This is an optimization exercise on Yosys and OpenROAD, whose aim is small area, a short achievable clock period and few clock cycles, not a production implementation.
Only simulation tests tie the RTL to the original design; equivalence was not proved.
No activity file was given, so power comes from the tool's default toggle rates.

<file path="flow/design.v">
module cache(
    clk,
    proc_reset,
    proc_read,
    proc_write,
    proc_addr,
    proc_rdata,
    proc_wdata,
    proc_stall,
    mem_read,
    mem_write,
    mem_addr,
    mem_rdata,
    mem_wdata,
    mem_ready
);
    input          clk;
    input          proc_reset;                   
    input          proc_read, proc_write;        
    input   [29:0] proc_addr;                    
    input   [31:0] proc_wdata;                   
    output         proc_stall;                   
    output  [31:0] proc_rdata;                   
    input  [127:0] mem_rdata;                    
    input          mem_ready;                    
    output         mem_read, mem_write;          
    output  [27:0] mem_addr;                     
    output [127:0] mem_wdata;                    
    parameter WORDLEN = 32;
    parameter BLOCKNUM = 8;
    parameter TAGLEN = 25;
    parameter IDLE = 2'd0;
    parameter COMPARE = 2'd1;
    parameter ALLOCATE = 2'd2;
    parameter WRITEBACK = 2'd3;
    reg     [WORDLEN*4-1:0] cch     [0:BLOCKNUM-1];
    reg     [WORDLEN*4-1:0] cch_nxt [0:BLOCKNUM-1];
    reg     [1:0]           state, state_nxt;
    reg     [TAGLEN-1:0]    tag     [0:BLOCKNUM-1];
    reg     [TAGLEN-1:0]    tag_nxt [0:BLOCKNUM-1];
    reg     valid       [0:BLOCKNUM-1];
    reg     valid_nxt   [0:BLOCKNUM-1];
    reg     dirty       [0:BLOCKNUM-1];
    reg     dirty_nxt   [0:BLOCKNUM-1];
    reg     proc_stall, proc_stall_nxt;
    reg     [31:0]  proc_rdata, proc_rdata_nxt;
    reg     mem_read, mem_read_nxt;
    reg     mem_write, mem_write_nxt;
    reg     [27:0]  mem_addr, mem_addr_nxt;
    reg     [127:0] mem_wdata, mem_wdata_nxt;
    wire    [2:0]   block_now;
    wire    [24:0]  tag_now;
    wire    [1:0]   word_idx;
    integer i;
assign block_now = proc_addr[4:2];
assign tag_now = proc_addr[29:5];
assign word_idx = proc_addr[1:0];
always @(*) begin  
    state_nxt = state;
    case (state)
        IDLE: begin
            if (proc_read || proc_write) begin
                state_nxt = COMPARE;
                proc_stall_nxt = 1;
            end
            else begin
                state_nxt = IDLE;
                proc_stall_nxt = 0;
            end
        end 
        COMPARE: begin
            if (valid[block_now]==1) begin
                if (tag[block_now] == tag_now) begin
                    proc_stall_nxt = 0;
                    state_nxt = IDLE;
                end
                else if (dirty[block_now] == 0) begin
                    proc_stall_nxt = 1;
                    state_nxt = ALLOCATE;
                end
                else begin
                    proc_stall_nxt = 1;
                    state_nxt = WRITEBACK;
                end
            end
            else begin
                proc_stall_nxt = 1;
                state_nxt = ALLOCATE;
            end
        end
        ALLOCATE: begin
            proc_stall_nxt = 1;
            if (mem_ready) begin
                state_nxt = COMPARE;
            end
            else begin
                state_nxt = ALLOCATE;
            end
        end
        WRITEBACK: begin
            proc_stall_nxt = 1;
            if (mem_ready) begin
                state_nxt = ALLOCATE;
            end
            else begin
                state_nxt = WRITEBACK;
            end
        end
        default: begin
            proc_stall_nxt = 0;
            state_nxt = IDLE;
        end
    endcase
end
always @(*) begin
    for(i=0;i<BLOCKNUM;i=i+1) begin
        cch_nxt[i] = cch[i];
        valid_nxt[i] = valid[i];
        tag_nxt[i] = tag[i];
        dirty_nxt[i] = dirty[i];
    end
    proc_rdata_nxt = 0;
    mem_read_nxt = 0;
    mem_write_nxt = 0;
    mem_addr_nxt = 0;
    mem_wdata_nxt = 0;
    case (state)
        IDLE: begin
            tag_nxt[block_now] = tag[block_now];
            dirty_nxt[block_now] = dirty[block_now];
            valid_nxt[block_now] = valid[block_now];
        end
        COMPARE: begin
            if (valid[block_now]==1 && tag[block_now] == tag_now) begin
                if (proc_read && ~proc_write) begin
                    case (word_idx)
                        0: proc_rdata_nxt = cch[block_now][31:0];
                        1: proc_rdata_nxt = cch[block_now][63:32];
                        2: proc_rdata_nxt = cch[block_now][95:64];
                        3: proc_rdata_nxt = cch[block_now][127:96];
                        default: proc_rdata_nxt = 0;
                    endcase
                end
                else if (proc_write && ~proc_read) begin
                    case (word_idx)
                        0: cch_nxt[block_now][31:0] = proc_wdata;
                        1: cch_nxt[block_now][63:32] = proc_wdata;
                        2: cch_nxt[block_now][95:64] = proc_wdata;
                        3: cch_nxt[block_now][127:96] = proc_wdata;
                        default: cch_nxt[block_now] = cch[block_now];
                    endcase
                    valid_nxt[block_now] = valid[block_now];
                    tag_nxt[block_now] = tag_now;
                    dirty_nxt[block_now] = 1;
                end
            end
        end
        ALLOCATE: begin
            if (~mem_ready) begin
                mem_read_nxt = 1;
                mem_write_nxt = 0;
                mem_wdata_nxt = 0;
                mem_addr_nxt = proc_addr[29:2];
            end
            else begin
                tag_nxt[block_now] = tag_now;
                valid_nxt[block_now] = 1;
                dirty_nxt[block_now] = 0;
                cch_nxt[block_now] = mem_rdata;
            end
        end
        WRITEBACK: begin
            if (~mem_ready) begin 
                mem_write_nxt = 1;
                mem_wdata_nxt = cch[block_now];
                mem_addr_nxt = {tag[block_now],block_now};
            end
        end
        default: begin
            tag_nxt[block_now] = tag[block_now];
            valid_nxt[block_now] = valid[block_now];
            dirty_nxt[block_now] = dirty[block_now];
        end
    endcase
end
always@( posedge clk ) begin
    if( proc_reset ) begin
        state   <= IDLE;
        for (i = 0; i<BLOCKNUM; i=i+1) begin
            cch[i]      <= 0;
            tag[i]      <= 0;
            valid[i]    <= 0;
            dirty[i]    <= 0;
        end
        proc_stall      <= 0;
        proc_rdata      <= 0;
        mem_read        <= 0;
        mem_write       <= 0;
        mem_addr        <= 0;
        mem_wdata       <= 0;
    end
    else begin
        state   <= state_nxt;
        for (i = 0; i<BLOCKNUM; i=i+1) begin
            cch[i]      <= cch_nxt[i];
            tag[i]      <= tag_nxt[i];
            valid[i]    <= valid_nxt[i];
            dirty[i]    <= dirty_nxt[i];
        end
        proc_rdata      <= proc_rdata_nxt;
        mem_read        <= mem_read_nxt;
        mem_write       <= mem_write_nxt;
        mem_addr        <= mem_addr_nxt;
        mem_wdata       <= mem_wdata_nxt;
        proc_stall      <= proc_stall_nxt;
    end
end
endmodule
</file>
<file path="flow/run.sh">
#!/bin/bash
# synth_recipe.tcl (not shown) runs the flow's synth.tcl, then flattens the netlist and writes it again
# the make line also repeats each setting of config.mk as NAME=value (left out here)
make -C /OpenROAD-flow-scripts/flow DESIGN_CONFIG=/design/flow/config.mk WORK_HOME=/design/flow/orfs CLKGATE_MAP_FILE= SYNTH_SCRIPT=/design/flow/synth_recipe.tcl finish
</file>
<file path="flow/config.mk">
export PLATFORM = sky130hd
export DESIGN_NAME = cache
export DESIGN_NICKNAME = cache
export VERILOG_FILES = /design/flow/design.v
export SDC_FILE = /design/flow/constraint.sdc
export NUM_CORES = 4
export LEC_CHECK = 0
export CAP_MARGIN = 20
export CORE_MARGIN = 2
export CORE_UTILIZATION = 40
export SLEW_MARGIN = 20
</file>
<file path="flow/constraint.sdc">
create_clock -name core_clock -period 5.0 [get_ports {clk}]
set_input_delay 1.0000 -clock core_clock [delete_from_list [all_inputs] [get_ports {clk}]]
set_output_delay 1.0000 -clock core_clock [all_outputs]
set_load 0.01 [all_outputs]
</file>
==> flow_summary.toml, run 1 <==
[sta]
rsz0062_at_grt = "false"
worst_pin_slew_ps = 1190
skew_ps = 66.6
finalHoldViolCount = 0
period_share_pct = 92.2
slew_headroom_pct = 20.5
setup_tns_ps = 0
slew_viol_final = 0
period_minus_slack_ps = 4610
max_freq_mhz = 217
setup_viol = 0

[critical_path]
reg2reg_from = "tag[7][5]$_SDFFE_PP0P_"
worstPathArrival_ps = 5350
start_kind = "input pin"
cp_max_fo = 32
crit_start = "proc_addr[2]"
crit_path_frequent_cell = "buf_12"
critPathCapture = "cch[1][115]$_SDFFE_PP0P_"
critPathKind = "input pin to flop"
r2r_end = "cch[1][115]$_SDFFE_PP0P_"
cp_slowest_stage_delay_ps = 690
crit_buf_inv = 5
crit_slowest_cell = "a311oi_1"
cp.depth = 14
crit_family = "simple AND/OR/NAND/NOR gates"
cp-end-kind = "flop"
rrSetupSlack_ps = 860
path_cells = "clkbuf_8, buf_4, buf_12, nand2b_1, nor2_1, a311oi_1, nor3_1, a221o_1, or4_1, o41ai_4, buf_12, and3_2, buf_12, mux2i_1"
cp_data_required_time_ps = 5740
reg2reg_depth = 12

[floorplanning]
fp.dieArea_um2 = 154000
die_y_um = 392
fp.coreArea_um2 = 150000
start_util_pct = 40.3
rows = 142
die_x_um = 392
ios = 386

[cells_and_area]
postLayoutCoreUtil_pct = 50.2
mostFrequentLayoutCell = "dfxtp_1"
layout_common_cells = "1433 x dfxtp_1, 737 x a22o_1, 648 x mux2i_1"
synthToLayoutAreaGrowth_pct = 24.6
design_area_um2 = 75100
drive_gt1_share_pct = 14.1
final_nets = 6720

[synth]
synth_flop_cell = "dfxtp_1"
syn_nets = 6244
avgSynthCellArea_um2 = 9.98
synth_area_leaders = "dfxtp_1 48%, mux2i_1 11%, a22o_1 11%, nand2b_1 5.4%, clkbuf_1 2.3%"
synthArstFlopShare_pct = 0
yosysUniqueCellTypes = 79
ys_warn_count = 9
ys_ff_latch = 1433
synth_area_um2 = 60300
synth_largest_area_cell = "dfxtp_1"
seq_area_frac_synth_pct = 47.6
synth_cells = 6045
synth_edf_count = 0
netlist.area_leader.share_pct = 47.6

[hold_path]
worst_hold_path_type = "flop to flop"

[clock_network]
cts_root_buf = "clkbuf_16"
cts_tree = "done"
cts_sinks = 1433
post_cts_resized = 0
htree_levels = 4
post-cts-setup-buffer-count = 0
clk_pin_slew_ps = 60
cts_hold_buf = 0
clk_path_buf_depth = 3
insertion_delay_ps = 830
numCtsBuffers = 155

[global_routing]
grt_max_degree = 221
antenna_found_initial = 37
grt_pass1_vias = 50900
grt.overflow.total = 0
grt_pass1_wl_um = 373000
grt_usage_pct = 33.2

[route]
drtIter0Drc = 6241
final_antenna_net_count = 0
drc = 0
via_per_inst = 6.10
routed_wl_um = 263000
drtPass1Iterations = 6
wire_per_inst_um = 30.3
vias = 53000

[place]
post_dp_cell_area_um2 = 69700
port_buffers = 385
routabilityCongestion = 0.959
hpwlAfterDp_um = 176000

[flow_run]
drv_cap = 0

[power]
powerDensity_nw_per_um2 = 415
fin_total_pwr_mw = 31.2
leakage_nw = 30.5
ir_worst_vdd_uv = 350

[run_status]
status = "finished clean"
## registers in the layout, summed over array words and instances (netlist names)
name and flops:
proc_rdata 32, cch 1024, dirty 8, proc_stall 1
valid 8, mem_write 1, mem_wdata 128, mem_read 1
state 2, tag 200, mem_addr 28
## cell type report
class                           instances  area, µm²
Fill cell                           13600      74600
Multi-Input combinational cell       4035      29800
Sequential cell                      1433      28700
Timing Repair Buffer                  860       8620
Clock buffer                          217       4410
Tap cell                             2016       2520
Clock inverter                         68        956
Inverter                               36        140
Antenna cell                           19       47.5
## power breakdown
| part | total (mW) | switching (mW) | internal, mW |
|---|---|---|---|
| Sequential | 13.0 | 0.536 | 12.4 |
| Clock | 12.2 | 5.15 | 7.02 |
| Combinational | 6.04 | 3.67 | 2.37 |
| Total | 31.2 | 9.35 | 21.8 |
## kinds of logic after synthesis
logic type	after synthesis	share of synthesized area (%)
simple gates	1475	12.4
flops	1433	47.6
mux	763	13.4
compound gates	1789	22.3
buf+inv	577	4.16
fa+ha+maj	4	0.0830
xor+xnor	4	0.0581
## Yosys cell counts, drive strengths merged (8+ instances only)
library cell     n
a211oi          27
or2              8
nand2          318
a311o            8
mux2            88
a31oi           14
mux4            27
o21ai          197
a21oi          246
dfxtp         1433
o221ai          34
a21o            96
and2            28
nand3           17
buf            174
a221oi          90
o31ai           11
o22a            22
o22ai          131
o2bb2ai         34
nor4            12
and3            12
a22oi           69
inv             34
clkbuf         367
mux2i          648
nor3           105
a22o           737
nor2b           74
a221o           11
nand2b         522
nor2           352
## metrics by stage
stage / std cells / hold slack (ps) / setup slack, ps
floorplan: 6045 / 424 / 466
global placement: 8380 / 439 / -290
detailed placement: 8380 / 443 / -280
CTS: 8665 / 460 / 557
global route: 8669 / 474 / 347
finish: 8684 / 464 / 391
## worst min path at each step
stage | start | to | slack (ps) | depth (start not counted)
after global routing | tag[2][23]$_SDFFE_PP0P_ | tag[2][23]$_SDFFE_PP0P_ | 470 | 1
after floorplan | tag[1][22]$_SDFFE_PP0P_ | tag[1][22]$_SDFFE_PP0P_ | 420 | 1
final | tag[1][22]$_SDFFE_PP0P_ | tag[1][22]$_SDFFE_PP0P_ | 460 | 1
after detailed placement | tag[1][22]$_SDFFE_PP0P_ | tag[1][22]$_SDFFE_PP0P_ | 440 | 1
after global placement | tag[4][14]$_SDFFE_PP0P_ | tag[4][14]$_SDFFE_PP0P_ | 440 | 1
after CTS | tag[1][22]$_SDFFE_PP0P_ | tag[1][22]$_SDFFE_PP0P_ | 460 | 1
## metal layers
metal	wire, µm	global-route usage [%]
met2	110000	48.2
met5	182	0
met4	19100	21.6
met3	26400	7.67
met1	108000	44.0
Testbench counts, summed over its fixed seeds: cycles 209,281.
==> run 2: changes to the inputs <==
==> flow/design.v (replaced) <==
module cache(
    clk,
    proc_reset,
    proc_read,
    proc_write,
    proc_addr,
    proc_rdata,
    proc_wdata,
    proc_stall,
    mem_read,
    mem_write,
    mem_addr,
    mem_rdata,
    mem_wdata,
    mem_ready
);
    input          clk;
    input          proc_reset;
    input          proc_read, proc_write;
    input   [29:0] proc_addr;
    input   [31:0] proc_wdata;
    output         proc_stall;
    output  [31:0] proc_rdata;
    input  [127:0] mem_rdata;
    input          mem_ready;
    output         mem_read, mem_write;
    output  [27:0] mem_addr;
    output [127:0] mem_wdata;
    reg [127:0] data  [0:7];
    reg  [24:0] tag   [0:7];
    reg   [7:0] valid;
    reg   [7:0] dirty;
    reg         st_acc;      
    reg         st_hit;      
    reg         st_wb;       
    reg         st_rd;       
    reg         mem_read_q, mem_write_q;
    reg  [27:0] mem_addr_q;
    reg   [7:0] blk_q;       
    reg   [3:0] word_q;      
    reg   [3:0] wsel_q;      
    reg         wr_q;
    wire  [2:0] idx  = proc_addr[4:2];
    wire [24:0] ptag = proc_addr[29:5];
    wire        req  = proc_read | proc_write;
    wire [24:0] tag_idx = tag[idx];
    wire        hit     = valid[idx] & (tag_idx == ptag);
    wire        vd      = valid[idx] & dirty[idx];
    wire        fill    = st_rd & mem_ready;
    integer b, w;
    reg [127:0] sel_blk;
    always @(*) begin
        sel_blk = 128'd0;
        for (b = 0; b < 8; b = b + 1)
            sel_blk = sel_blk | (data[b] & {128{blk_q[b]}});
    end
    reg [31:0] rword;
    always @(*) begin
        rword = 32'd0;
        for (w = 0; w < 4; w = w + 1)
            rword = rword | (sel_blk[32*w +: 32] & {32{st_hit & word_q[w]}})
                          | (mem_rdata[32*w +: 32] & {32{~st_hit & word_q[w]}});
    end
    reg [127:0] wdata;
    always @(*) begin
        for (w = 0; w < 4; w = w + 1)
            wdata[32*w +: 32] = wsel_q[w] ? proc_wdata : mem_rdata[32*w +: 32];
    end
    assign proc_stall = ~(st_hit | fill);
    assign proc_rdata = rword;
    assign mem_read   = mem_read_q;
    assign mem_write  = mem_write_q;
    assign mem_addr   = mem_addr_q;
    assign mem_wdata  = sel_blk;
    always @(posedge clk) begin
        blk_q  <= 8'd1 << idx;
        word_q <= 4'd1 << proc_addr[1:0];
        wsel_q <= {4{proc_write}} & (4'd1 << proc_addr[1:0]);
        wr_q   <= proc_write;
        mem_addr_q <= {(st_acc & vd) ? tag_idx : ptag, idx};
    end
    always @(posedge clk) begin
        if (proc_reset) begin
            st_acc      <= 1'b1;
            st_hit      <= 1'b0;
            st_wb       <= 1'b0;
            st_rd       <= 1'b0;
            mem_read_q  <= 1'b0;
            mem_write_q <= 1'b0;
        end else begin
            st_acc      <= (st_acc & ~req) | st_hit | fill;
            st_hit      <= st_acc & req & hit;
            st_wb       <= (st_acc & req & ~hit & vd) | (st_wb & ~mem_ready);
            st_rd       <= (st_acc & req & ~hit & ~vd) | (st_wb & mem_ready) | (st_rd & ~mem_ready);
            mem_read_q  <= (st_acc & req & ~hit & ~vd) | (st_wb & mem_ready);
            mem_write_q <= st_acc & req & ~hit & vd;
        end
    end
    always @(posedge clk) begin
        for (b = 0; b < 8; b = b + 1) begin
            for (w = 0; w < 4; w = w + 1)
                if (blk_q[b] & (fill | (st_hit & wsel_q[w])))
                    data[b][32*w +: 32] <= wdata[32*w +: 32];
            if (blk_q[b] & fill)
                tag[b] <= ptag;
            if (blk_q[b] & (fill | (st_hit & wr_q)))
                dirty[b] <= wr_q;
        end
    end
    always @(posedge clk) begin
        if (proc_reset)
            valid <= 8'd0;
        else
            for (b = 0; b < 8; b = b + 1)
                if (blk_q[b] & fill)
                    valid[b] <= 1'b1;
    end
endmodule
==> run 2 against run 1 <==
  * Still clean on timing, DRC and antenna
  * Clock power is 18% lower
  * Hold slack improved by 30 ps
  * Sequential power fell by 7%
  * Register-to-register slack improved by 1300 ps
  * Synthesized cell count shrank 52%
  * Critical endpoint is now proc_rdata[8]
  * Largest power group unchanged
==> flow_summary.toml, run 2 <==
[cells_and_area]
final_nets = 3543
layout_common_cells = "1232 x edfxtp_1, 586 x a22oi_1, 382 x clkdlybuf4s50_1"
reg_top3 = "data x1024, tag x200, mem_addr_q x28"
design_area_um2 = 60300
drive_gt1_share_pct = 15.7
mostFrequentLayoutCell = "edfxtp_1"
synthToLayoutAreaGrowth_pct = 22.0
final_cell_count_no_fill = 5083
largest_register = "data"
largest_reg_flops = 1024

[synth]
ys_warn_count = 3
yosysMostFrequentCell = "edfxtp_1"
synth_compound_area_share_pct = 12.1
synth_area_leaders = "edfxtp_1 75%, a22oi_1 8.9%, mux2_2 3.3%, dfxtp_1 2.4%, nand4_1 1.7%"
synthArstFlopShare_pct = 0
synth_edf_count = 1232
yosys.area_share.simple_pct = 4.38
synth_xor_area_share_pct = 0.106
synth_top_family_by_area = "compound AO/OA/AOI/OAI gates"
seq_area_frac_synth_pct = 77.2
synth_flop_cell = "edfxtp_1"
yosysUniqueCellTypes = 63
synthMuxAreaShare_pct = 4.33
synth-adder-area-share_pct = 0
syn_nets = 3088
synth_largest_area_cell = "edfxtp_1"
synth_area_um2 = 49400
avgSynthCellArea_um2 = 17.1
synth_cells = 2893
synth_common_cells = "1232 x edfxtp_1, 586 x a22oi_1, 181 x clkbuf_1"
ys_ff_latch = 1291
netlist.area_leader.share_pct = 74.9

[sta]
max_freq_mhz = 205
finalHoldViolCount = 0
setup_viol = 0
timing.hold.ws_ps = 494
period_share_pct = 97.6
rsz0062_at_grt = "false"
worst_pin_slew_ps = 1100
setup_tns_ps = 0
slew_viol_final = 0
slew_headroom_pct = 26.5
skew_ps = 36.8
period_minus_slack_ps = 4880

[place]
routabilityCongestion = 1.05
place_inst = 4835
hpwlAfterDp_um = 121000
post_dp_cell_area_um2 = 55900
port_buffers = 385

[global_routing]
grt.overflow.total = 0
grt_pass1_wl_um = 246000
grt_max_degree = 61
grt_usage_pct = 27.9
grt_pass1_vias = 30200
antenna_found_initial = 16

[power]
leakage_nw = 19.1
ir_worst_vdd_uv = 356
swShare_pct = 23.3
p_switching_mw = 5.62
pwr-share-comb_pct = 8.3
internal_power_mw = 18.4
clockPowerShare_pct = 41.4
seqPwrFrac_pct = 50.3
powerDensity_nw_per_um2 = 399

[clock_network]
htree_levels = 4
clk_pin_slew_ps = 60
cts_sinks = 1291
clk_path_buf_depth = 3
post-cts-setup-buffer-count = 0
cts_root_buf = "clkbuf_16"
insertion_delay_ps = 750
cts_hold_buf = 0
numCtsBuffers = 136
post_cts_resized = 0
cts_tree = "done"

[critical_path]
path_cells = "buf_4, buf_4, a22oi_1, nand4_1, a22oi_1, nand3_1, clkdlybuf4s50_1"
crit_slowest_cell = "a22oi_1"
cp_max_fo = 48
crit_buf_inv = 3
cp_data_required_time_ps = 4000
cp_slowest_stage_delay_ps = 610
cp-end-kind = "output pin"
crit_family = "buffers and inverters"
worstPathArrival_ps = 3880
critPathKind = "flop to output pin"
start_kind = "flop"

[floorplanning]
start_util_pct = 40.4
fp.coreArea_um2 = 122000
ios = 386
fp.dieArea_um2 = 126000
rows = 128
die_x_um = 356
die_y_um = 356

[route]
vias = 32200
final_antenna_net_count = 0
wire_per_inst_um = 35.4
routed_wl_um = 180000
drtPass1Iterations = 6
drc = 0
drtIter0Drc = 5167
via_per_inst = 6.33

[hold_path]
worst_hold_path_type = "flop to flop"

[flow_run]
drv_cap = 0

[run_status]
status = "finished clean"
-- run 2: cell types whose count changed after synthesis, moves of 296 or more --
cell      before   now
a22o_1       737    36
a22oi_1       69   586
dfxtp_1     1433    59
edfxtp_1       0  1232
mux2i_1      648    39
nand2b_1     522    20
nor2_1       351    55
-- run 2: cell families after synthesis --
family	Yosys count
compound gates	790
xor+xnor	6
buf+inv	230
flops	1291
mux	189
simple gates	387
-- run 2: worst paths after layout --
path | start | to | slack, ps | cells past startpoint
min | st_acc$_SDFF_PP1_ | st_acc$_SDFF_PP1_ | 490 | 1
min reg2reg | st_acc$_SDFF_PP1_ | st_acc$_SDFF_PP1_ | 490 | 1
max reg2reg | st_rd$_SDFF_PP0_ | data[3][49]$_DFFE_PP_ | 2200 | 4
max | blk_q[4]$_SDFF_PN0_ | proc_rdata[8] | 120 | 7
-- run 2: through the flow --
stage / utilization, % / total power [mW] / setup slack (ps)
finish: 49.3 / 24.1 / 121
floorplan: - / 13.1 / 1640
global route: 49.3 / 24.6 / 98.5
detailed placement: 45.8 / 14.3 / 665
global placement: 45.8 / 14.3 / 738
CTS: 49.3 / 24.1 / 192
-- run 2: area by class of cell --
cell class,instances,area (µm²)
repair buffers,524,4970
multi-input cells,1372,10600
diodes,4,10.0
fillers,10200,61900
clock buffers,165,3580
well taps,1625,2030
clock inverters,79,796
inverters,23,86.3
flip-flops and latches,1291,38200
-- run 2: power groups by stage --
stage               clock [mW]  combinational, mW  sequential (mW)
floorplan                    0              0.774             12.3
global placement             0               1.94             12.3
detailed placement           0               1.95             12.3
CTS                       10.0               1.96             12.1
global route              10.4               2.04             12.1
finish                    9.95               2.00             12.1
-- run 2: worst register-to-register path, stage by stage (launching register included) --
cell,delay [ps]
dfxtp_1,510
and2_1,510
a21oi_2,290
nor2b_4,700
buf_4,460
-- run 2: routing by layer --
layer / GRT usage (%) / wire length [µm] / vias up
li1: - / - / 13000
met1: 38.7 / 71000 / 16600
met2: 42.1 / 80200 / 2268
met3: 7.09 / 20600 / 304
met4: 11.1 / 7830 / 10
met5: 0 / 59 / -
Testbench counts of run 2, summed over its fixed seeds: cycles 154,099.
==> run 3: changes to the inputs <==
--- a/flow/design.v
+++ b/flow/design.v
@@ -38,8 +38,9 @@
     reg  [27:0] mem_addr_q;
-    reg   [7:0] blk_q;       
-    reg   [3:0] word_q;      
-    reg   [3:0] wsel_q;      
-    reg         wr_q;
+    reg [127:0] blk_q;       
+    reg   [3:0] hsel_q;      
+    reg   [3:0] fsel_q;      
     wire  [2:0] idx  = proc_addr[4:2];
     wire [24:0] ptag = proc_addr[29:5];
+    wire  [3:0] word = 4'd1 << proc_addr[1:0];
+    wire  [7:0] blk  = 8'd1 << idx;
     wire        req  = proc_read | proc_write;
@@ -48,2 +49,3 @@
     wire        vd      = valid[idx] & dirty[idx];
+    wire        look    = st_acc & req;
     wire        fill    = st_rd & mem_ready;
@@ -54,3 +56,3 @@
         for (b = 0; b < 8; b = b + 1)
-            sel_blk = sel_blk | (data[b] & {128{blk_q[b]}});
+            sel_blk = sel_blk | (data[b] & {128{blk[b]}});
     end
@@ -60,9 +62,11 @@
         for (w = 0; w < 4; w = w + 1)
-            rword = rword | (sel_blk[32*w +: 32] & {32{st_hit & word_q[w]}})
-                          | (mem_rdata[32*w +: 32] & {32{~st_hit & word_q[w]}});
+            rword = rword | (blk_q[32*w +: 32] & {32{hsel_q[w]}})
+                          | (mem_rdata[32*w +: 32] & {32{fsel_q[w]}});
     end
     reg [127:0] wdata;
+    reg   [3:0] wsel;
     always @(*) begin
+        wsel = {4{proc_write}} & word;
         for (w = 0; w < 4; w = w + 1)
-            wdata[32*w +: 32] = wsel_q[w] ? proc_wdata : mem_rdata[32*w +: 32];
+            wdata[32*w +: 32] = wsel[w] ? proc_wdata : mem_rdata[32*w +: 32];
     end
@@ -73,8 +77,7 @@
     assign mem_addr   = mem_addr_q;
-    assign mem_wdata  = sel_blk;
+    assign mem_wdata  = blk_q;
     always @(posedge clk) begin
-        blk_q  <= 8'd1 << idx;
-        word_q <= 4'd1 << proc_addr[1:0];
-        wsel_q <= {4{proc_write}} & (4'd1 << proc_addr[1:0]);
-        wr_q   <= proc_write;
+        blk_q      <= sel_blk;
+        hsel_q     <= {4{look & hit}} & word;
+        fsel_q     <= {4{~(look & hit)}} & word;
         mem_addr_q <= {(st_acc & vd) ? tag_idx : ptag, idx};
@@ -91,7 +94,7 @@
             st_acc      <= (st_acc & ~req) | st_hit | fill;
-            st_hit      <= st_acc & req & hit;
-            st_wb       <= (st_acc & req & ~hit & vd) | (st_wb & ~mem_ready);
-            st_rd       <= (st_acc & req & ~hit & ~vd) | (st_wb & mem_ready) | (st_rd & ~mem_ready);
-            mem_read_q  <= (st_acc & req & ~hit & ~vd) | (st_wb & mem_ready);
-            mem_write_q <= st_acc & req & ~hit & vd;
+            st_hit      <= look & hit;
+            st_wb       <= (look & ~hit & vd) | (st_wb & ~mem_ready);
+            st_rd       <= (look & ~hit & ~vd) | (st_wb & mem_ready) | (st_rd & ~mem_ready);
+            mem_read_q  <= (look & ~hit & ~vd) | (st_wb & mem_ready);
+            mem_write_q <= look & ~hit & vd;
         end
@@ -101,8 +104,8 @@
             for (w = 0; w < 4; w = w + 1)
-                if (blk_q[b] & (fill | (st_hit & wsel_q[w])))
+                if (blk[b] & (fill | (st_hit & wsel[w])))
                     data[b][32*w +: 32] <= wdata[32*w +: 32];
-            if (blk_q[b] & fill)
+            if (blk[b] & fill)
                 tag[b] <= ptag;
-            if (blk_q[b] & (fill | (st_hit & wr_q)))
-                dirty[b] <= wr_q;
+            if (blk[b] & (fill | (st_hit & proc_write)))
+                dirty[b] <= proc_write;
         end
@@ -114,3 +117,3 @@
             for (b = 0; b < 8; b = b + 1)
-                if (blk_q[b] & fill)
+                if (blk[b] & fill)
                     valid[b] <= 1'b1;
--- a/flow/config.mk
+++ b/flow/config.mk
@@ -9,3 +9,4 @@
 export CORE_MARGIN = 2
-export CORE_UTILIZATION = 40
+export CORE_UTILIZATION = 60
+export SETUP_SLACK_MARGIN = 2.5
 export SLEW_MARGIN = 20
==> run 3 against run 2 <==
  * Register-to-register slack got worse by 40 ps
  * Setup slack improved by 1600 ps
  * Sequential power rose by 9.9%
  * Highest routed layer unchanged
==> flow_summary.toml, run 3 <==
[power]
powerDensity_nw_per_um2 = 388
p_switching_mw = 5.93
seqPwrFrac_pct = 51.9
swShare_pct = 23.1
internal_power_mw = 19.7
clockPowerShare_pct = 40.3
pwr-share-comb_pct = 7.8
leakage_nw = 22.4
ir_worst_vdd_uv = 386

[synth]
syn_nets = 3250
synth_area_um2 = 52700
yosysMostFrequentCell = "edfxtp_1"
ys_warn_count = 3
synth_flop_cell = "edfxtp_1"
seq_area_frac_synth_pct = 77.0
avgSynthCellArea_um2 = 17.2
synth_largest_area_cell = "edfxtp_1"
synth_edf_count = 1232
yosysUniqueCellTypes = 60
synth_area_leaders = "edfxtp_1 70%, dfxtp_1 6.8%, mux2_2 5.9%, a22oi_1 5.7%, a221oi_1 2.6%"
synthArstFlopShare_pct = 0
netlist.area_leader.share_pct = 70.2
synth_common_cells = "1232 x edfxtp_1, 401 x a22oi_1, 275 x mux2_2"
synth_cells = 3055
ys_ff_latch = 1410

[sta]
slew_viol_final = 0
finalHoldViolCount = 0
period_minus_slack_ps = 3230
max_freq_mhz = 310
setup_tns_ps = 0
skew_ps = 24.6
rsz0062_at_grt = "true"
slew_headroom_pct = 23.8
worst_slack_ps = 1770
timing.hold.ws_ps = 457
period_share_pct = 64.6
setup_viol = 0
worst_pin_slew_ps = 1140

[critical_path]
start_kind = "flop"
worstPathArrival_ps = 2230
cp_data_required_time_ps = 4000
cp-end-kind = "output pin"
cp_max_fo = 5
critPathKind = "flop to output pin"

[route]
via_per_inst = 6.95
wire_per_inst_um = 37.2
drtPass1Iterations = 9
drc = 0
vias = 34100
routed_wl_um = 182000
final_antenna_net_count = 0
drtIter0Drc = 5197

[hold_path]
worst_hold_path_type = "flop to flop"

[clock_network]
clk_pin_slew_ps = 60
cts_root_buf = "clkbuf_16"
cts_sinks = 1410
cts_tree = "done"
htree_levels = 4
clk_path_buf_depth = 3
insertion_delay_ps = 770
numCtsBuffers = 139

[cells_and_area]
mostFrequentLayoutCell = "edfxtp_1"
largest_register = "data"
final_nets = 3818
synthToLayoutAreaGrowth_pct = 25.3
drive_gt1_share_pct = 30.3
final_cell_count_no_fill = 4902
largest_reg_flops = 1024
reg_top3 = "data x1024, tag x200, blk_q x128"
num-fill-cells = 5009
layout_common_cells = "1232 x edfxtp_1, 343 x a22oi_1, 213 x mux2_2"

[floorplanning]
die_y_um = 300
fp.coreArea_um2 = 86900
ios = 386
start_util_pct = 60.6
rows = 108
fp.dieArea_um2 = 90200
die_x_um = 300

[global_routing]
grt_max_degree = 96
grt_pass1_vias = 32800
grt.overflow.total = 0
grt_usage_pct = 40.0
grt_pass1_wl_um = 249000
antenna_found_initial = 15

[run_status]
status = "finished clean"

[place]
post-place-ws_ps = 850
port_buffers = 385
hpwlAfterDp_um = 113000
routabilityCongestion = 1.02
place_inst = 4497

[flow_run]
drv_cap = 0
-- run 3: through the flow --
step	utilization, %	total power, mW	area, µm²
3_3_place_gp	68.1	15.4	59100
2_1_floorplan	-	14.2	54300
3_5_place_dp	68.1	15.4	59200
4_1_cts	75.1	25.5	65200
5_1_grt	76.0	26.1	66000
6_report	76.0	25.6	66000
-- run 3: metal layers --
metal	share of wire, %	GRT usage, %	routed length, µm	vias up
met1	36	55.5	66600	17300
met3	14	12.6	25700	401
li1	-	-	-	13800
met5	0.012	0	21	-
met4	5.8	19.7	10500	4
met2	44	57.8	79600	2575
-- run 3: what timing repair did --
action	CTS	global route
buffers inserted	82	39
gates cloned	13	6
pin swaps	88	68
hold buffers	0	0
endpoints found under the setup margin	2560	909
gates resized for setup	764	102
-- run 3: cell families (layout without fill, tap and decap cells) --
| logic type | Yosys count | count (layout) | synth area share, % |
|---|---|---|---|
| xor+xnor | 13 | 13 | 0.216 |
| mux | 319 | 319 | 6.91 |
| other cells | 0 | 12 | 0 |
| simple gates | 317 | 318 | 3.08 |
| buf+inv | 223 | 902 | 1.68 |
| flops | 1410 | 1410 | 77.0 |
| compound gates | 773 | 773 | 11.1 |
-- run 3: power groups by stage --
| stage | Combinational [mW] | Sequential (mW) | Clock (mW) |
|---|---|---|---|
| floorplan | 0.854 | 13.4 | 0 |
| detailed placement | 1.86 | 13.5 | 0 |
| global placement | 1.83 | 13.5 | 0 |
| finish | 2.00 | 13.3 | 10.3 |
| global route | 2.05 | 13.3 | 10.8 |
| CTS | 1.88 | 13.3 | 10.3 |
-- run 3: worst paths after layout --
path,from,end,depth (start not counted),slack (ps)
worst min register to register,data[1][119]$_DFFE_PP_,blk_q[119]$_DFF_P_,2,460
worst max-delay path,hsel_q[0]$_DFF_P_,proc_rdata[4],4,1770
worst max register to register,tag[7][8]$_DFFE_PP_,hsel_q[1]$_DFF_P_,9,2160
worst min-delay path,data[1][119]$_DFFE_PP_,blk_q[119]$_DFF_P_,2,460
-- run 3: layout make-up --
| type | instances | area, µm² | area share, % |
|---|---|---|---|
| diodes | 12 | 30.0 | 0.0455 |
| clock buffers | 183 | 3810 | 5.77 |
| clock inverters | 70 | 689 | 1.04 |
| inverters | 24 | 104 | 0.157 |
| multi-input cells | 1423 | 12900 | 19.6 |
| flip-flops and latches | 1410 | 40800 | 61.9 |
| well taps | 1155 | 1450 | 2.19 |
| repair buffers | 625 | 6180 | 9.37 |
-- run 3: worst max-delay path, cell delays in order, from the launching register on --
cell     delay, ps
dfxtp_4        420
buf_6          140
a22oi_2        470
nand4_1        230
buf_2          200
Testbench counts of run 3, summed over its fixed seeds: cycles 154,099.
==> run 4: changes to the inputs <==
--- a/flow/design.v
+++ b/flow/design.v
@@ -41,2 +41,3 @@
     reg   [3:0] fsel_q;      
+    integer b, w;
     wire  [2:0] idx  = proc_addr[4:2];
@@ -47,7 +48,10 @@
     wire [24:0] tag_idx = tag[idx];
-    wire        hit     = valid[idx] & (tag_idx == ptag);
-    wire        vd      = valid[idx] & dirty[idx];
+    wire        vd      = |(blk & valid & dirty);
+    reg   [7:0] match;
+    always @(*)
+        for (b = 0; b < 8; b = b + 1)
+            match[b] = valid[b] & (tag[b] == ptag);
+    wire        hit     = |(blk & match);
     wire        look    = st_acc & req;
     wire        fill    = st_rd & mem_ready;
-    integer b, w;
     reg [127:0] sel_blk;
--- a/flow/config.mk
+++ b/flow/config.mk
@@ -10,2 +10,4 @@
 export CORE_UTILIZATION = 60
+export CTS_CLUSTER_DIAMETER = 100
+export CTS_CLUSTER_SIZE = 20
 export SETUP_SLACK_MARGIN = 2.5
==> run 4 against run 3 <==
  * Via count is 0.60% higher
  * Sequential share of layout area is 2.9 points higher
  * Maximum frequency is 4.7% higher
  * First-iteration DRC count is 5.8% higher
  * Setup slack better by 150 ps
  * Flip-flop and latch count stayed put
  * Clock power is 34% lower
  * Hold slack better by 3.4 ps
  * Clock skew is 29 ps higher
  * Synthesized cell count is 5.8% higher
  * Register-to-register slack better by 450 ps
  * Largest power group unchanged
  * Highest routed layer unchanged
==> flow_summary.toml, run 4 <==
[route]
drtPass1Iterations = 6
wl_met1_um = 66300
wl_met2_um = 83300
wl_met3_um = 25300
via_per_inst = 7.01
vias = 34300
drc = 0
drtIter0Drc = 5501
topRoutingLayerUsed = "met5"
wire_per_inst_um = 38.2
final_antenna_net_count = 0
routed_wl_um = 187000

[synth]
synth_edf_count = 1232
synthArstFlopShare_pct = 0
seq_area_frac_synth_pct = 76.1
synth_area_leaders = "edfxtp_1 69%, a22oi_1 9.2%, dfxtp_1 6.7%, mux2_2 2.9%, nand4_1 2.3%"
avgSynthCellArea_um2 = 16.5
synth_cells = 3231
netlist.area_leader.share_pct = 69.4
syn_nets = 3426
synth_common_cells = "1232 x edfxtp_1, 650 x a22oi_1, 195 x nand4_1"
synth_largest_area_cell = "edfxtp_1"
yosysMostFrequentCell = "edfxtp_1"
ys_ff_latch = 1410
synth_flop_cell = "edfxtp_1"
synth_area_um2 = 53300
ys_warn_count = 3
yosysUniqueCellTypes = 47

[floorplanning]
fp.coreArea_um2 = 88200
ios = 386
fp.dieArea_um2 = 91200
die_x_um = 302
start_util_pct = 60.4
die_y_um = 302
rows = 109

[global_routing]
grt_usage_pct = 40.2
grt_pass1_vias = 32200
grt.overflow.total = 0
grt_max_degree = 113
grt_pass1_wl_um = 252000
antenna_found_initial = 22

[critical_path]
reg2reg_from = "st_rd$_SDFF_PP0_"
start_kind = "input pin"
crit_start = "mem_rdata[24]"
cp_max_fo = 2
cp_data_required_time_ps = 4000
critPathKind = "input pin to output pin"
cp-end-kind = "output pin"
worstPathArrival_ps = 2080

[cells_and_area]
layout_common_cells = "1232 x edfxtp_1, 575 x a22oi_1, 250 x dlygate4sd2_1"
synthToLayoutAreaGrowth_pct = 18.3
largest_register = "data"
mostFrequentLayoutCell = "edfxtp_1"
reg_top3 = "data x1024, tag x200, blk_q x128"
final_nets = 3851
final_cell_count_no_fill = 4893
drive_gt1_share_pct = 20.5
largest_reg_flops = 1024
postLayoutCoreUtil_pct = 71.4

[power]
leakage_nw = 20.5
ir_worst_vdd_uv = 425
fin_total_pwr_mw = 21.9
powerDensity_nw_per_um2 = 348

[run_status]
status = "finished clean"

[place]
routabilityCongestion = 0.977
port_buffers = 385
place_inst = 4648
hpwlAfterDp_um = 116000

[clock_network]
cts_tree = "done"
clk_path_buf_depth = 3
numCtsBuffers = 80
insertion_delay_ps = 690
cts_hold_buf = 0
clk_pin_slew_ps = 80
cts_sinks = 1410
htree_levels = 3
cts_root_buf = "clkbuf_16"

[sta]
skew_ps = 53.6
slew_viol_final = 0
timing.hold.ws_ps = 460
slew_headroom_pct = 30.5
worst_pin_slew_ps = 1040
max_freq_mhz = 324
finalHoldViolCount = 0
setup_viol = 0
rsz0062_at_grt = "true"
period_minus_slack_ps = 3080
setup_tns_ps = 0
period_share_pct = 61.7

[flow_run]
drv_cap = 0

[hold_path]
worst_hold_path_type = "flop to flop"
worstHoldStart = "data[6][111]$_DFFE_PP_"
## run 4: cell types whose count changed after synthesis, moves of 64 or more
cell | before | now
a22oi_1 | 401 | 650
a221oi_1 | 154 | 9
mux2_2 | 275 | 139
xnor2_1 | 1 | 124
nand4_1 | 76 | 195
xor2_1 | 12 | 76
## run 4: final timing paths
check                           endpoint  slack (ps)  cells after the start
setup / recovery          proc_rdata[24]        1920                      4
hold / removal        blk_q[111]$_DFF_P_         460                      2
setup reg to reg  data[3][100]$_DFFE_PP_        2610                      5
hold reg to reg       blk_q[111]$_DFF_P_         460                      2
## run 4: worst max-delay path, cell delays in order
cell and delay (ps):
clkdlybuf4s15_1 190, a22oi_2 420, nand4_1 260, buf_2 210
## run 4: cells by family (layout without fill, tap and decap cells)
logic type	count (synthesis)	count (layout)	share of synthesized area (%)
AND/OR/NAND/NOR	429	433	4.39
AO/OA/AOI/OAI	796	796	10.9
flip-flops	1410	1410	76.1
XOR/XNOR	200	200	3.29
other	0	10	0
buffers and inverters	237	720	1.90
multiplexers	159	159	3.38
## run 4: final cells by class
type                       instances  area, µm²
multi-input combinational       1588      12700
tap                             1165       1460
antenna                           10       25.0
sequential                      1410      40800
inverter                          23       86.3
clock inverter                     8        140
timing repair buffer             553       5520
fill                            5678      25200
clock buffer                     136       2210
## run 4: what timing repair did
action / CTS / global route
buffers inserted: 54 / 23
resized for setup: 927 / 84
pin swaps: 96 / 46
gates cloned: 8 / 6
setup endpoints to repair: 2370 / 372
## run 4: layer usage
metal | GRT usage (%) | vias to the layer above
li1 | - | 13900
met1 | 55.1 | 17300
met2 | 60.3 | 2653
met3 | 10.9 | 440
met4 | 19.7 | 14
met5 | 0 | -
## run 4: where the power goes
part           internal (mW)  leakage, nW  switching [mW]
clock                   3.08         1.11            3.75
combinational          0.640         6.80            1.19
sequential              13.0         12.6           0.281
## run 4: stage by stage
stage / area, µm² / setup WS [ps]
global route: 63000 / 1960
detailed placement: 58800 / 981
floorplan: 54000 / 2090
global placement: 58800 / 1030
CTS: 62400 / 2020
finish: 63000 / 1920
Testbench counts of run 4, summed over its fixed seeds: cycles 154,099.
==> run 5: changes to the inputs <==
==> flow/flow/run.sh (new file) <==
#!/bin/bash
# The standard layout (the standard.sh, unchanged synthesis and steps),
# with the input and output port buffers made of the smallest buffer cell
# (sky130_fd_sc_hd__buf_1) instead of clkdlybuf4s50_1; timing repair still
# resizes any of them that limit timing. make's full output goes to
# standard.log; each ORFS step keeps its own log under orfs/logs/.
set -uo pipefail
export BUFFER_PORTS_ARGS="-buffer_cell sky130_fd_sc_hd__buf_1"
bash standard.sh > standard.log 2>&1
==> flow/standard.sh (new file) <==
#!/bin/bash
# synth_recipe.tcl (not shown) runs the flow's synth.tcl, then flattens the netlist and writes it again
# the make line also repeats each setting of config.mk as NAME=value (left out here)
make -C /OpenROAD-flow-scripts/flow DESIGN_CONFIG=/design/flow/config.mk WORK_HOME=/design/flow/orfs CLKGATE_MAP_FILE= SYNTH_SCRIPT=/design/flow/synth_recipe.tcl "${@:-finish}"
removed: flow/run.sh
==> run 5 against run 4 <==
  * Setup slack got worse by 49 ps
  * Clock skew fell by 29 ps
  * First-iteration DRC count is 0.27% lower
  * Global-route usage is 0.88 points higher
  * Largest cell class unchanged
  * Largest power group unchanged
  * Highest routed layer unchanged
==> flow_summary.toml, run 5 <==
[run_status]
status = "finished clean"

[cells_and_area]
design_area_um2 = 61400
num-fill-cells = 5897
synthToLayoutAreaGrowth_pct = 15.3
largest_register = "data"
reg_top3 = "data x1024, tag x200, blk_q x128"
multi_input_area_um2 = 12700
drive_gt1_share_pct = 18.9
layout_common_cells = "1232 x edfxtp_1, 572 x a22oi_1, 320 x buf_1"
regArea_um2 = 40600
largest_reg_flops = 1024
mostFrequentLayoutCell = "edfxtp_1"
final_cell_count_no_fill = 4938
final_nets = 3895

[place]
routabilityCongestion = 1.01
place_inst = 4654
port_buffers = 385
hpwlAfterDp_um = 114000
post_dp_cell_area_um2 = 56500

[synth]
synth_edf_count = 1232
yosysUniqueCellTypes = 47
synth_common_cells = "1232 x edfxtp_1, 650 x a22oi_1, 195 x nand4_1"
syn_nets = 3426
seq_area_frac_synth_pct = 76.1
ys_ff_latch = 1410
synth_area_leaders = "edfxtp_1 69%, a22oi_1 9.2%, dfxtp_1 6.7%, mux2_2 2.9%, nand4_1 2.3%"
netlist.area_leader.share_pct = 69.4
yosysMostFrequentCell = "edfxtp_1"
synth_area_um2 = 53300
synth_flop_cell = "edfxtp_1"
synth_cells = 3231
synthArstFlopShare_pct = 0
synth_largest_area_cell = "edfxtp_1"
ys_warn_count = 3
avgSynthCellArea_um2 = 16.5

[sta]
period_minus_slack_ps = 3130
setup_tns_ps = 0
slew_headroom_pct = 29.5
slew_viol_final = 0
max_freq_mhz = 319
finalHoldViolCount = 0
period_share_pct = 62.7
rsz0062_at_grt = "true"
skew_ps = 24.8
worst_pin_slew_ps = 1060
timing.hold.ws_ps = 475
setup_viol = 0

[floorplanning]
rows = 109
fp.dieArea_um2 = 91200
die_x_um = 302
die_y_um = 302
start_util_pct = 60.4
ios = 386
fp.coreArea_um2 = 88200

[critical_path]
path_cells = "buf_12, a22oi_2, nand4_1, buf_1"
critPathKind = "flop to output pin"
worstPathArrival_ps = 2130
start_kind = "flop"
cp-end-kind = "output pin"
crit_family = "compound AO/OA/AOI/OAI gates"
cp_slowest_stage_delay_ps = 550
crit_buf_inv = 2
cp.depth = 4
crit_slowest_cell = "a22oi_2"
reg2reg_depth = 5
cp_data_required_time_ps = 4000
cp_max_fo = 8

[route]
drtIter0Drc = 5486
drc = 0
via_per_inst = 7.05
routed_wl_um = 191000
wire_per_inst_um = 38.6
drtPass1Iterations = 8
vias = 34800
final_antenna_net_count = 0

[global_routing]
grt.overflow.total = 0
antenna_found_initial = 22
grt_pass1_wl_um = 256000
grt_pass1_vias = 32500
grt_usage_pct = 41.1
grt_max_degree = 98

[power]
swShare_pct = 23.9
pwr-share-comb_pct = 7.9
p_switching_mw = 5.23
seqPwrFrac_pct = 60.7
powerDensity_nw_per_um2 = 357
clockPowerShare_pct = 31.5
internal_power_mw = 16.7
ir_worst_vdd_uv = 383
leakage_nw = 19.4
fin_total_pwr_mw = 21.9

[hold_path]
hold_depth = 2
worst_hold_path_type = "flop to flop"

[clock_network]
clk_pin_slew_ps = 80
insertion_delay_ps = 690
cts_sinks = 1410
htree_levels = 3
numCtsBuffers = 80
cts_root_buf = "clkbuf_16"
cts_tree = "done"
clk_path_buf_depth = 3

[flow_run]
drv_cap = 0
[run 5: layout make-up]
cell class	instances	share of cell area, %
Inverter	23	0.147
Tap cell	1165	2.37
Clock inverter	5	0.130
Clock buffer	140	3.73
Multi-Input combinational cell	1588	20.6
Antenna cell	10	0.0407
Sequential cell	1410	66.1
Timing Repair Buffer	597	6.80
[run 5: per-stage QoR]
stage / utilization (%) / setup WS [ps]
6_report: 69.6 / 1870
5_1_grt: 69.6 / 1890
4_1_cts: 68.9 / 1940
3_5_place_dp: 64.0 / 1220
3_3_place_gp: 64.0 / 1230
2_1_floorplan: - / 2090
[run 5: cell families after synthesis]
| group | after synthesis | share of synthesized area, % |
|---|---|---|
| compound gates | 796 | 10.9 |
| mux | 159 | 3.38 |
| simple gates | 429 | 4.39 |
| buf+inv | 237 | 1.90 |
| flops | 1410 | 76.1 |
| xor+xnor | 200 | 3.29 |
[run 5: worst paths after layout]
check / to / from / slack, ps
max: proc_rdata[5] / hsel_q[0]$_DFF_P_ / 1870
min: blk_q[63]$_DFF_P_ / data[0][63]$_DFFE_PP_ / 480
max reg2reg: data[0][121]$_DFFE_PP_ / st_rd$_SDFF_PP0_ / 2610
min reg2reg: blk_q[63]$_DFF_P_ / data[0][63]$_DFFE_PP_ / 480
[run 5: layer usage]
metal	share of wire, %	GRT usage [%]	vias to the layer above
met3	14	13.5	535
li1	-	-	14000
met4	6.3	20.7	24
met2	44	61.0	2656
met1	35	54.9	17600
met5	0.16	0.621	-
[run 5: worst reg2reg max path, delay by kind of cell (launching register included)]
family                 cells  cell delay, ps
and+or+nand+nor            4            1040
buffers and inverters      1             520
DFF                        1             380
[run 5: power by group through the flow]
| stage | Clock (mW) | Sequential, mW | Combinational, mW |
|---|---|---|---|
| after floorplan | 0 | 13.4 | 0.768 |
| after global placement | 0 | 13.5 | 1.45 |
| after detailed placement | 0 | 13.5 | 1.48 |
| after CTS | 6.91 | 13.3 | 1.64 |
| after global routing | 7.29 | 13.3 | 1.77 |
| final | 6.90 | 13.3 | 1.73 |
[run 5: what timing repair did]
item	4_1_cts	5_1_grt
setup endpoints to repair	1034	911
gates cloned	13	3
setup buffers	77	36
pin swaps	69	41
gates resized for setup	267	65
hold buffers	0	0
==> run 6: changes to the inputs <==
==> flow/flow/run.sh (replaced) <==
#!/bin/bash
# The standard layout (the standard.sh: unchanged synthesis and steps)
# with two changes to how it is placed:
#  - the input and output port buffers are the smallest buffer cell
#    (sky130_fd_sc_hd__buf_1) instead of clkdlybuf4s50_1; timing repair
#    still resizes any of them that limit timing;
#  - before pin placement, flow/pins.tcl groups the ports of each data bit
#    side by side on the die edge (see gen/make_pins.py).
# make's full output goes to standard.log; each ORFS step keeps its own log
# under orfs/logs/.
set -uo pipefail
here=$(pwd)
export BUFFER_PORTS_ARGS="-buffer_cell sky130_fd_sc_hd__buf_1"
export PRE_IO_PLACEMENT_TCL="$here/flow/pins.tcl"
bash standard.sh > standard.log 2>&1
==> flow/flow/pins.tcl (new file) <==
set_io_pin_constraint -group -order -pin_names {proc_wdata[0] mem_rdata[0] mem_rdata[32] mem_rdata[64] mem_rdata[96] proc_rdata[0] mem_wdata[0] mem_wdata[32] mem_wdata[64] mem_wdata[96]}
set_io_pin_constraint -group -order -pin_names {proc_wdata[1] mem_rdata[1] mem_rdata[33] mem_rdata[65] mem_rdata[97] proc_rdata[1] mem_wdata[1] mem_wdata[33] mem_wdata[65] mem_wdata[97]}
set_io_pin_constraint -group -order -pin_names {proc_wdata[2] mem_rdata[2] mem_rdata[34] mem_rdata[66] mem_rdata[98] proc_rdata[2] mem_wdata[2] mem_wdata[34] mem_wdata[66] mem_wdata[98]}
set_io_pin_constraint -group -order -pin_names {proc_wdata[3] mem_rdata[3] mem_rdata[35] mem_rdata[67] mem_rdata[99] proc_rdata[3] mem_wdata[3] mem_wdata[35] mem_wdata[67] mem_wdata[99]}
set_io_pin_constraint -group -order -pin_names {proc_wdata[4] mem_rdata[4] mem_rdata[36] mem_rdata[68] mem_rdata[100] proc_rdata[4] mem_wdata[4] mem_wdata[36] mem_wdata[68] mem_wdata[100]}
set_io_pin_constraint -group -order -pin_names {proc_wdata[5] mem_rdata[5] mem_rdata[37] mem_rdata[69] mem_rdata[101] proc_rdata[5] mem_wdata[5] mem_wdata[37] mem_wdata[69] mem_wdata[101]}
set_io_pin_constraint -group -order -pin_names {proc_wdata[6] mem_rdata[6] mem_rdata[38] mem_rdata[70] mem_rdata[102] proc_rdata[6] mem_wdata[6] mem_wdata[38] mem_wdata[70] mem_wdata[102]}
set_io_pin_constraint -group -order -pin_names {proc_wdata[7] mem_rdata[7] mem_rdata[39] mem_rdata[71] mem_rdata[103] proc_rdata[7] mem_wdata[7] mem_wdata[39] mem_wdata[71] mem_wdata[103]}
set_io_pin_constraint -group -order -pin_names {proc_wdata[8] mem_rdata[8] mem_rdata[40] mem_rdata[72] mem_rdata[104] proc_rdata[8] mem_wdata[8] mem_wdata[40] mem_wdata[72] mem_wdata[104]}
set_io_pin_constraint -group -order -pin_names {proc_wdata[9] mem_rdata[9] mem_rdata[41] mem_rdata[73] mem_rdata[105] proc_rdata[9] mem_wdata[9] mem_wdata[41] mem_wdata[73] mem_wdata[105]}
set_io_pin_constraint -group -order -pin_names {proc_wdata[10] mem_rdata[10] mem_rdata[42] mem_rdata[74] mem_rdata[106] proc_rdata[10] mem_wdata[10] mem_wdata[42] mem_wdata[74] mem_wdata[106]}
set_io_pin_constraint -group -order -pin_names {proc_wdata[11] mem_rdata[11] mem_rdata[43] mem_rdata[75] mem_rdata[107] proc_rdata[11] mem_wdata[11] mem_wdata[43] mem_wdata[75] mem_wdata[107]}
set_io_pin_constraint -group -order -pin_names {proc_wdata[12] mem_rdata[12] mem_rdata[44] mem_rdata[76] mem_rdata[108] proc_rdata[12] mem_wdata[12] mem_wdata[44] mem_wdata[76] mem_wdata[108]}
set_io_pin_constraint -group -order -pin_names {proc_wdata[13] mem_rdata[13] mem_rdata[45] mem_rdata[77] mem_rdata[109] proc_rdata[13] mem_wdata[13] mem_wdata[45] mem_wdata[77] mem_wdata[109]}
set_io_pin_constraint -group -order -pin_names {proc_wdata[14] mem_rdata[14] mem_rdata[46] mem_rdata[78] mem_rdata[110] proc_rdata[14] mem_wdata[14] mem_wdata[46] mem_wdata[78] mem_wdata[110]}
set_io_pin_constraint -group -order -pin_names {proc_wdata[15] mem_rdata[15] mem_rdata[47] mem_rdata[79] mem_rdata[111] proc_rdata[15] mem_wdata[15] mem_wdata[47] mem_wdata[79] mem_wdata[111]}
set_io_pin_constraint -group -order -pin_names {proc_wdata[16] mem_rdata[16] mem_rdata[48] mem_rdata[80] mem_rdata[112] proc_rdata[16] mem_wdata[16] mem_wdata[48] mem_wdata[80] mem_wdata[112]}
set_io_pin_constraint -group -order -pin_names {proc_wdata[17] mem_rdata[17] mem_rdata[49] mem_rdata[81] mem_rdata[113] proc_rdata[17] mem_wdata[17] mem_wdata[49] mem_wdata[81] mem_wdata[113]}
set_io_pin_constraint -group -order -pin_names {proc_wdata[18] mem_rdata[18] mem_rdata[50] mem_rdata[82] mem_rdata[114] proc_rdata[18] mem_wdata[18] mem_wdata[50] mem_wdata[82] mem_wdata[114]}
set_io_pin_constraint -group -order -pin_names {proc_wdata[19] mem_rdata[19] mem_rdata[51] mem_rdata[83] mem_rdata[115] proc_rdata[19] mem_wdata[19] mem_wdata[51] mem_wdata[83] mem_wdata[115]}
set_io_pin_constraint -group -order -pin_names {proc_wdata[20] mem_rdata[20] mem_rdata[52] mem_rdata[84] mem_rdata[116] proc_rdata[20] mem_wdata[20] mem_wdata[52] mem_wdata[84] mem_wdata[116]}
set_io_pin_constraint -group -order -pin_names {proc_wdata[21] mem_rdata[21] mem_rdata[53] mem_rdata[85] mem_rdata[117] proc_rdata[21] mem_wdata[21] mem_wdata[53] mem_wdata[85] mem_wdata[117]}
set_io_pin_constraint -group -order -pin_names {proc_wdata[22] mem_rdata[22] mem_rdata[54] mem_rdata[86] mem_rdata[118] proc_rdata[22] mem_wdata[22] mem_wdata[54] mem_wdata[86] mem_wdata[118]}
set_io_pin_constraint -group -order -pin_names {proc_wdata[23] mem_rdata[23] mem_rdata[55] mem_rdata[87] mem_rdata[119] proc_rdata[23] mem_wdata[23] mem_wdata[55] mem_wdata[87] mem_wdata[119]}
set_io_pin_constraint -group -order -pin_names {proc_wdata[24] mem_rdata[24] mem_rdata[56] mem_rdata[88] mem_rdata[120] proc_rdata[24] mem_wdata[24] mem_wdata[56] mem_wdata[88] mem_wdata[120]}
set_io_pin_constraint -group -order -pin_names {proc_wdata[25] mem_rdata[25] mem_rdata[57] mem_rdata[89] mem_rdata[121] proc_rdata[25] mem_wdata[25] mem_wdata[57] mem_wdata[89] mem_wdata[121]}
set_io_pin_constraint -group -order -pin_names {proc_wdata[26] mem_rdata[26] mem_rdata[58] mem_rdata[90] mem_rdata[122] proc_rdata[26] mem_wdata[26] mem_wdata[58] mem_wdata[90] mem_wdata[122]}
set_io_pin_constraint -group -order -pin_names {proc_wdata[27] mem_rdata[27] mem_rdata[59] mem_rdata[91] mem_rdata[123] proc_rdata[27] mem_wdata[27] mem_wdata[59] mem_wdata[91] mem_wdata[123]}
set_io_pin_constraint -group -order -pin_names {proc_wdata[28] mem_rdata[28] mem_rdata[60] mem_rdata[92] mem_rdata[124] proc_rdata[28] mem_wdata[28] mem_wdata[60] mem_wdata[92] mem_wdata[124]}
set_io_pin_constraint -group -order -pin_names {proc_wdata[29] mem_rdata[29] mem_rdata[61] mem_rdata[93] mem_rdata[125] proc_rdata[29] mem_wdata[29] mem_wdata[61] mem_wdata[93] mem_wdata[125]}
set_io_pin_constraint -group -order -pin_names {proc_wdata[30] mem_rdata[30] mem_rdata[62] mem_rdata[94] mem_rdata[126] proc_rdata[30] mem_wdata[30] mem_wdata[62] mem_wdata[94] mem_wdata[126]}
set_io_pin_constraint -group -order -pin_names {proc_wdata[31] mem_rdata[31] mem_rdata[63] mem_rdata[95] mem_rdata[127] proc_rdata[31] mem_wdata[31] mem_wdata[63] mem_wdata[95] mem_wdata[127]}
==> run 6 against run 5 <==
  * Still clean
  * Clock skew up 13 ps
  * Die area unchanged
  * Non-clock buffer count shrank 19
  * Final cell count is 0.45% lower
  * Critical path depth increased by 1
  * Flip-flop and latch count unchanged
  * Largest cell class unchanged
  * Largest power group unchanged
==> flow_summary.toml, run 6 <==
[run_status]
status = "finished clean"

[synth]
ys_ff_latch = 1410
syn_nets = 3426
avgSynthCellArea_um2 = 16.5
yosysUniqueCellTypes = 47
synth_area_um2 = 53300
synthArstFlopShare_pct = 0
synth_largest_area_cell = "edfxtp_1"
synth_edf_count = 1232
synth_common_cells = "1232 x edfxtp_1, 650 x a22oi_1, 195 x nand4_1"
synth_cells = 3231
synth_flop_cell = "edfxtp_1"
yosysMostFrequentCell = "edfxtp_1"
synth_area_leaders = "edfxtp_1 69%, a22oi_1 9.2%, dfxtp_1 6.7%, mux2_2 2.9%, nand4_1 2.3%"
netlist.area_leader.share_pct = 69.4
ys_warn_count = 3
seq_area_frac_synth_pct = 76.1

[sta]
rsz0062_at_grt = "true"
skew_ps = 37.7
max_freq_mhz = 347
setup_viol = 0
timing.hold.ws_ps = 447
worst_pin_slew_ps = 1010
period_share_pct = 57.7
finalHoldViolCount = 0
period_minus_slack_ps = 2880
worst_slack_ps = 2120
slew_headroom_pct = 32.9
slew_viol_final = 0
setup_tns_ps = 0

[flow_run]
drv_cap = 0

[route]
wire_per_inst_um = 37.1
drtPass1Iterations = 8
via_per_inst = 6.99
drtIter0Drc = 5823
vias = 34400
routed_wl_um = 182000
drc = 0
final_antenna_net_count = 0

[global_routing]
grt_max_degree = 129
grtUsageMet3_pct = 11.4
busiest_layer = "met2"
grt_pass1_vias = 32200
antenna_found_initial = 15
met2_usage_pct = 57.7
grt_usage_pct = 39.3
use_met1_pct = 56.4
grt_pass1_wl_um = 247000
grt.overflow.total = 0

[clock_network]
cts_sinks = 1410
numCtsBuffers = 80
clk_path_buf_depth = 3
clk_pin_slew_ps = 80
cts_tree = "done"
htree_levels = 3
insertion_delay_ps = 690
cts_root_buf = "clkbuf_16"

[cells_and_area]
final_nets = 3878
largest_register = "data"
postLayoutCoreUtil_pct = 69.6
design_area_um2 = 61400
mostFrequentLayoutCell = "edfxtp_1"
layout_common_cells = "1232 x edfxtp_1, 590 x a22oi_1, 325 x buf_1"
synthToLayoutAreaGrowth_pct = 15.2
num-fill-cells = 5896
reg_top3 = "data x1024, tag x200, blk_q x128"
final_cell_count_no_fill = 4916
largest_reg_flops = 1024
drive_gt1_share_pct = 18.0

[floorplanning]
ios = 386
rows = 109
start_util_pct = 60.4
fp.dieArea_um2 = 91200
die_x_um = 302
die_y_um = 302
fp.coreArea_um2 = 88200

[power]
fin_total_pwr_mw = 21.8
leakage_nw = 19.4
powerDensity_nw_per_um2 = 355
ir_worst_vdd_uv = 349

[place]
port_buffers = 385
post-place-ws_ps = 1030
post_dp_cell_area_um2 = 56400
hpwlAfterDp_um = 105000
place_inst = 4654
routabilityCongestion = 0.918

[critical_path]
worstPathArrival_ps = 1880
cp_max_fo = 8
rrSetupSlack_ps = 2620
cp-end-kind = "output pin"
start_kind = "flop"
cp_data_required_time_ps = 4000
critPathKind = "flop to output pin"

[hold_path]
worst_hold_path_type = "flop to flop"
[run 6: cell counts after synthesis]
No cell type changed its count.
[run 6: what timing repair did]
item / 4_1_cts / 5_1_grt
pin swaps: 60 / 32
buffers inserted: 61 / 21
gates resized for setup: 263 / 90
gates cloned: 23 / 7
setup endpoints to repair: 1446 / 522
hold buffers: 0 / 0
[run 6: cell families after synthesis]
logic type      after synthesis  share of synthesized area, %
compound gates              796                          10.9
flops                      1410                          76.1
simple gates                429                          4.39
mux                         159                          3.38
xor+xnor                    200                          3.29
buf+inv                     237                          1.90
[run 6: layout make-up]
type | instances | area (µm²) | area share (%)
tap | 1165 | 1460 | 2.37
timing repair buffer | 578 | 4160 | 6.78
antenna | 7 | 17.5 | 0.0285
clock buffer | 137 | 2260 | 3.68
clock inverter | 6 | 91.3 | 0.149
sequential | 1410 | 40600 | 66.2
multi-input combinational | 1590 | 12700 | 20.7
inverter | 23 | 86.3 | 0.141
[run 6: path summary, 6_finish.rpt]
kind | from | to | cells after the start
setup / recovery | hsel_q[2]$_DFF_P_ | proc_rdata[30] | 5
setup reg to reg | tag[7][4]$_DFFE_PP_ | st_rd$_SDFF_PP0_ | 7
hold / removal | data[5][47]$_DFFE_PP_ | blk_q[47]$_DFF_P_ | 2
hold reg to reg | data[5][47]$_DFFE_PP_ | blk_q[47]$_DFF_P_ | 2
[run 6: worst max-delay path, cell delays in order, from the launching register on]
cell and delay [ps]:
dfxtp_4 430, buf_12 160, buf_16 160, a22oi_2 170, nand4_1 120, buf_2 160
[run 6: power breakdown]
part	switching [mW]	internal [mW]	leakage (nW)
logic	1.12	0.538	5.65
registers	0.296	13.0	12.6
clock network	3.72	3.12	1.12
total	5.14	16.7	19.4
[run 6: routing by layer]
metal  routed length (µm)  vias to the layer above  part of all wire (%)
met5                   26                        -                 0.014
met4                 8380                        4                   4.6
met3                25700                      408                    14
met2                79700                     2586                    44
met1                68700                    17400                    38
li1                     -                    14000                     -

-- re-timing with driven ports --
The flow's constraints put no driver on any port. The routed layouts listed below were extracted and timed again, unchanged, in two steps. Step 1: set_driving_cell puts a clkbuf_16 on clk and a buf_2 on each other input, an assumption about the parent block. Step 2 times the ports against the registers' clock, not the clock port: input delays grow and output delays shrink by t, the midpoint of the rising clock arrivals with the driver on. Three values: no drivers, after step 1, after step 2; two values: the first two.
run | shift t [ns] | setup WS [ns] | worst slew at a driven data input, ns
run 1 | 0.885 | 0.391 / 0.437 / -0.448 | 0.24
run 2 | 0.814 | 0.121 / 0.039 / 0.650 | 0.24
run 3 | 0.833 | 1.770 / 1.692 / 0.951 | 0.38
run 4 | 0.736 | 1.916 / 1.833 / 1.791 | 0.16
run 5 | 0.752 | 1.867 / 1.788 / 1.704 | 0.17
run 6 | 0.739 | 2.117 / 2.050 / 1.682 | 0.17
With both steps, setup timing fails in run 1, where it was met with ideal ports. The setup slack of run 1, which loses most, moves by +0.046 ns with the drivers and by -0.839 ns with both steps.
